This is an optimization exercise on Yosys and OpenROAD, whose aim is small area and a short achievable clock period, not a production implementation.
At most, simulation tests tie the RTL to the original design; equivalence was not proved.

== run A ==
## montgomery_kyber
module montgomery_kyber(clk, a, b, out);
input clk;
input [11:0] a, b;
output [11:0] out;
wire n0;
k_nand2 un0 (.a(a[0]), .b(b[0]), .y(n0));
wire n1;
k_nand2 un1 (.a(a[0]), .b(b[1]), .y(n1));
wire n2;
k_nand2 un2 (.a(a[0]), .b(b[2]), .y(n2));
wire n3;
k_nand2 un3 (.a(a[0]), .b(b[3]), .y(n3));
wire n4;
k_nand2 un4 (.a(a[0]), .b(b[4]), .y(n4));
wire n5;
k_nand2 un5 (.a(a[0]), .b(b[5]), .y(n5));
wire n6;
k_nand2 un6 (.a(a[0]), .b(b[6]), .y(n6));
wire n7;
k_nand2 un7 (.a(a[0]), .b(b[7]), .y(n7));
wire n8;
k_nand2 un8 (.a(a[0]), .b(b[8]), .y(n8));
wire n9;
k_nand2 un9 (.a(a[0]), .b(b[9]), .y(n9));
wire n10;
k_nand2 un10 (.a(a[0]), .b(b[10]), .y(n10));
wire n11;
k_nand2 un11 (.a(a[0]), .b(b[11]), .y(n11));
wire n12;
k_nand2 un12 (.a(a[1]), .b(b[0]), .y(n12));
wire n13;
k_nand2 un13 (.a(a[1]), .b(b[1]), .y(n13));
wire n14;
k_nand2 un14 (.a(a[1]), .b(b[2]), .y(n14));
wire n15;
k_nand2 un15 (.a(a[1]), .b(b[3]), .y(n15));
wire n16;
k_nand2 un16 (.a(a[1]), .b(b[4]), .y(n16));
wire n17;
k_nand2 un17 (.a(a[1]), .b(b[5]), .y(n17));
wire n18;
k_nand2 un18 (.a(a[1]), .b(b[6]), .y(n18));
wire n19;
k_nand2 un19 (.a(a[1]), .b(b[7]), .y(n19));
wire n20;
k_nand2 un20 (.a(a[1]), .b(b[8]), .y(n20));
wire n21;
k_nand2 un21 (.a(a[1]), .b(b[9]), .y(n21));
wire n22;
k_nand2 un22 (.a(a[1]), .b(b[10]), .y(n22));
wire n23;
  ...
==> flow/config.mk <==
export PLATFORM = sky130hd
export DESIGN_NAME = montgomery_kyber
export DESIGN_NICKNAME = montgomery_kyber
export VERILOG_FILES = /design/flow/design.v
export SDC_FILE = /design/flow/constraint.sdc
export NUM_CORES = 4
export LEC_CHECK = 0
export CAP_MARGIN = 20
export CORE_MARGIN = 2
export CORE_UTILIZATION = 40
export SETUP_SLACK_MARGIN = 5
export SLEW_MARGIN = 20
export SYNTH_HIERARCHICAL = 1
export SYNTH_MINIMUM_KEEP_SIZE = 0
==> flow/constraint.sdc <==
create_clock -name core_clock -period 12.0 [get_ports {clk}]
set_input_delay 2.4000 -clock core_clock [delete_from_list [all_inputs] [get_ports {clk}]]
set_output_delay 2.4000 -clock core_clock [all_outputs]
set_load 0.01 [all_outputs]
standard.sh (not shown) runs the stock make flow with config.mk's settings and CLKGATE_MAP_FILE= SYNTH_SCRIPT=/design/flow/synth_recipe.tcl, a recipe that flattens the netlist after the stock synthesis.
==> flow/flow/run.sh <==
#!/bin/bash
set -euo pipefail
MARGIN=${MARGIN:-5.25}
BUF=${BUF:-sky130_fd_sc_hd__buf_1}
bash standard.sh "SETUP_SLACK_MARGIN=$MARGIN" \
  "BUFFER_PORTS_ARGS=-buffer_cell $BUF" finish > flow_make.log 2>&1
Run A finished all stages; the layout is clean.
Input-level comparison between run B and run A:
==> flow/flow/run.sh <==
#!/bin/bash
set -euo pipefail
MARGIN=${MARGIN:-5.5}
BUF=${BUF:-sky130_fd_sc_hd__buf_2}
bash standard.sh "SETUP_SLACK_MARGIN=$MARGIN" \
  "BUFFER_PORTS_ARGS=-buffer_cell $BUF" finish > flow_make.log 2>&1
--- outcome ---
Run B | status: complete | timing, DRC, antenna: pass
Run A -> run B: last weighted congestion value of the routability-driven placer decreased slightly
Relative to run A, detailed-routing iteration count for the pre-antenna-repair pass has decreased by 1 in run B.
When run B is set beside run A, its via count normalized by instance count turns out to be 0.95% smaller.
Looking at via count, run B sits about 0.8% lower than run A does.
Run B ends up with a global-route usage that is 0.46 points lower than in run A.
## Diff of input files: run C against run B
==> flow/flow/run.sh <==
#!/bin/bash
set -euo pipefail
MARGIN=${MARGIN:-5.25}
BUF=${BUF:-sky130_fd_sc_hd__buf_1}
RECOVER=${RECOVER:-0}
bash standard.sh "SETUP_SLACK_MARGIN=$MARGIN" \
  "BUFFER_PORTS_ARGS=-buffer_cell $BUF" "RECOVER_POWER=$RECOVER" finish > flow_make.log 2>&1
Findings:
- Higher met1 routed wirelength after detailed routing among run C and run B: run C
- Changes observed in run C relative to run B: global-route track usage on met1 saw an increase; mean number of vias per cell saw an increase.
- Total routing resource utilization after global routing, run C and run B, lower one = run B.
- Run C vs. run B: average wire length per cell after detail routing increased about 2.4%, number of fill cells in the layout saw an increase.

* * *

Setup of lane 5:
Another version of the RTL of montgomery_kyber (not shown whole).
Size in the first run: roughly 860 cells after synthesis, roughly 37 I/O pins.
make LEC_CHECK=0 CAP_MARGIN=20 CORE_MARGIN=2 CORE_UTILIZATION=40 SETUP_SLACK_MARGIN=5 SLEW_MARGIN=20 finish   # period 12.0 ns
run.sh (not shown) runs the stock make flow with config.mk's settings and CLKGATE_MAP_FILE= SYNTH_SCRIPT=/design/flow/synth_recipe.tcl, a recipe that flattens the netlist after the stock synthesis.
Stock flow here: none of the scripts above is used.
For lane 3, these inputs were changed with respect to lane 5:
- SETUP_SLACK_MARGIN removed (was 5)
### Flow results
- No stage failed in lane 3, and the final checks on the layout all came back clean.
- Diff lane 5 -> lane 3: fraction of the cycle the final worst path needs rose by 7.5 points, utilization after layout fell by 3.3 points, synthesis-to-layout area growth fell by 8.1 points.
- Compared with lane 5, routed wire length in lane 3 decreased by a little under 10%.

* * *

Setup of rev 12:
montgomery_kyber, a different RTL version from the one above (not shown whole).
Size: ~730 cells after synthesis, roughly 24 flip-flops, about 37 I/O pins, roughly 0.0063 mm^2 of cells after synthesis.
==> flow/config.mk <==
export PLATFORM = sky130hd
export DESIGN_NAME = montgomery_kyber
export DESIGN_NICKNAME = montgomery_kyber
export VERILOG_FILES = /design/flow/design.v
export SDC_FILE = /design/flow/constraint.sdc
export NUM_CORES = 4
export LEC_CHECK = 0
export CAP_MARGIN = 20
export CORE_MARGIN = 2
export CORE_UTILIZATION = 40
export SETUP_SLACK_MARGIN = 5
export SLEW_MARGIN = 20
export SYNTH_HIERARCHICAL = 1
export SYNTH_MINIMUM_KEEP_SIZE = 0
==> flow/constraint.sdc <==
create_clock -name core_clock -period 12.0 [get_ports {clk}]
set_input_delay 2.4000 -clock core_clock [delete_from_list [all_inputs] [get_ports {clk}]]
set_output_delay 2.4000 -clock core_clock [all_outputs]
set_load 0.01 [all_outputs]
standard.sh (not shown) runs the stock make flow with config.mk's settings and CLKGATE_MAP_FILE= SYNTH_SCRIPT=/design/flow/synth_recipe.tcl, a recipe that flattens the netlist after the stock synthesis.
==> flow/flow/run.sh <==
#!/bin/bash
set -euo pipefail
MARGIN=${MARGIN:-5.5}
bash standard.sh "SETUP_SLACK_MARGIN=$MARGIN" \
  "BUFFER_PORTS_ARGS=-buffer_cell sky130_fd_sc_hd__buf_1" finish > flow_make.log 2>&1
#### Input delta (rev 13 over rev 12)
diff --git a/flow/flow/run.sh b/flow/flow/run.sh
--- a/flow/flow/run.sh
+++ b/flow/flow/run.sh
@@ -2,3 +2,3 @@
 set -euo pipefail
-MARGIN=${MARGIN:-5.5}
+MARGIN=${MARGIN:-6.5}
 bash standard.sh "SETUP_SLACK_MARGIN=$MARGIN" \
--- outcome ---
There was hardly any difference in count of cells along the worst hold path between rev 12 and rev 13.
On count of hold-fix buffers inserted at cts, rev 13 and rev 12 are neck and neck.
Against rev 12, number of nets in the final layout in rev 13 rose by more than 10%.
The end point of the critical path comes out r[11]$_DFF_P_ in one run and r[16]$_DFF_P_ in the other, namely in rev 12 and rev 13 respectively.
Rev 13 vs rev 12 on clock-cell share of area: rev 13 is the lower one.
Of the two values seen for cell at the slowest stage of the critical path, fa_1 was produced by rev 13 and fa_2 by rev 12.
Rev 13 — layout overhead on the synthesized area 27 points higher, rev 12 as reference
The remaining max-slew budget at the tightest pin reported for rev 13 is greater than that of rev 12 by 8.7 points.
Re share of final-layout standard cells stronger than drive strength 1: rev 13 and rev 12 aren't equal, and the lower value belongs to rev 12.
No functional check of the RTL was part of any run of this note.

port drivers added, routing unchanged:
The results above use ideal ports. As a check the final layouts listed here were re-extracted and re-timed, cells and wires unchanged. Step 1 (the two cells are an assumption about what drives the block):
set clk [get_ports {clk}]
set_driving_cell -lib_cell sky130_fd_sc_hd__clkbuf_16 $clk
set_driving_cell -lib_cell sky130_fd_sc_hd__buf_2 [delete_from_list [all_inputs] $clk]
Step 2 times the ports against the registers' clock, not the clock port: input delays grow and output delays shrink by t, the midpoint of the rising clock arrivals with the driver on. Slacks: no drivers / after step 1 / after step 2; pairs: no drivers / after step 1.
run	t (ns)	slack for setup (ns)	worst slew at a driven data input, ns
run A	0.284	5.516 / 5.527 / 5.243	0.03
run B	0.285	5.714 / 5.688 / 5.444	0.03
run C	0.284	5.516 / 5.527 / 5.243	0.03
lane 5	0.289	5.086 / 5.052 / 4.873	0.03
lane 3	0.288	4.191 / 4.153 / 4.083	0.03
rev 12	0.290	5.616 / 5.623 / 5.333	0.04
rev 13	0.283	5.855 / 5.814 / 5.531	0.07
After both steps setup and hold are still met in every run listed. The setup slack of rev 13, which loses most, moves by -0.041 ns with the drivers and by -0.324 ns with both steps.
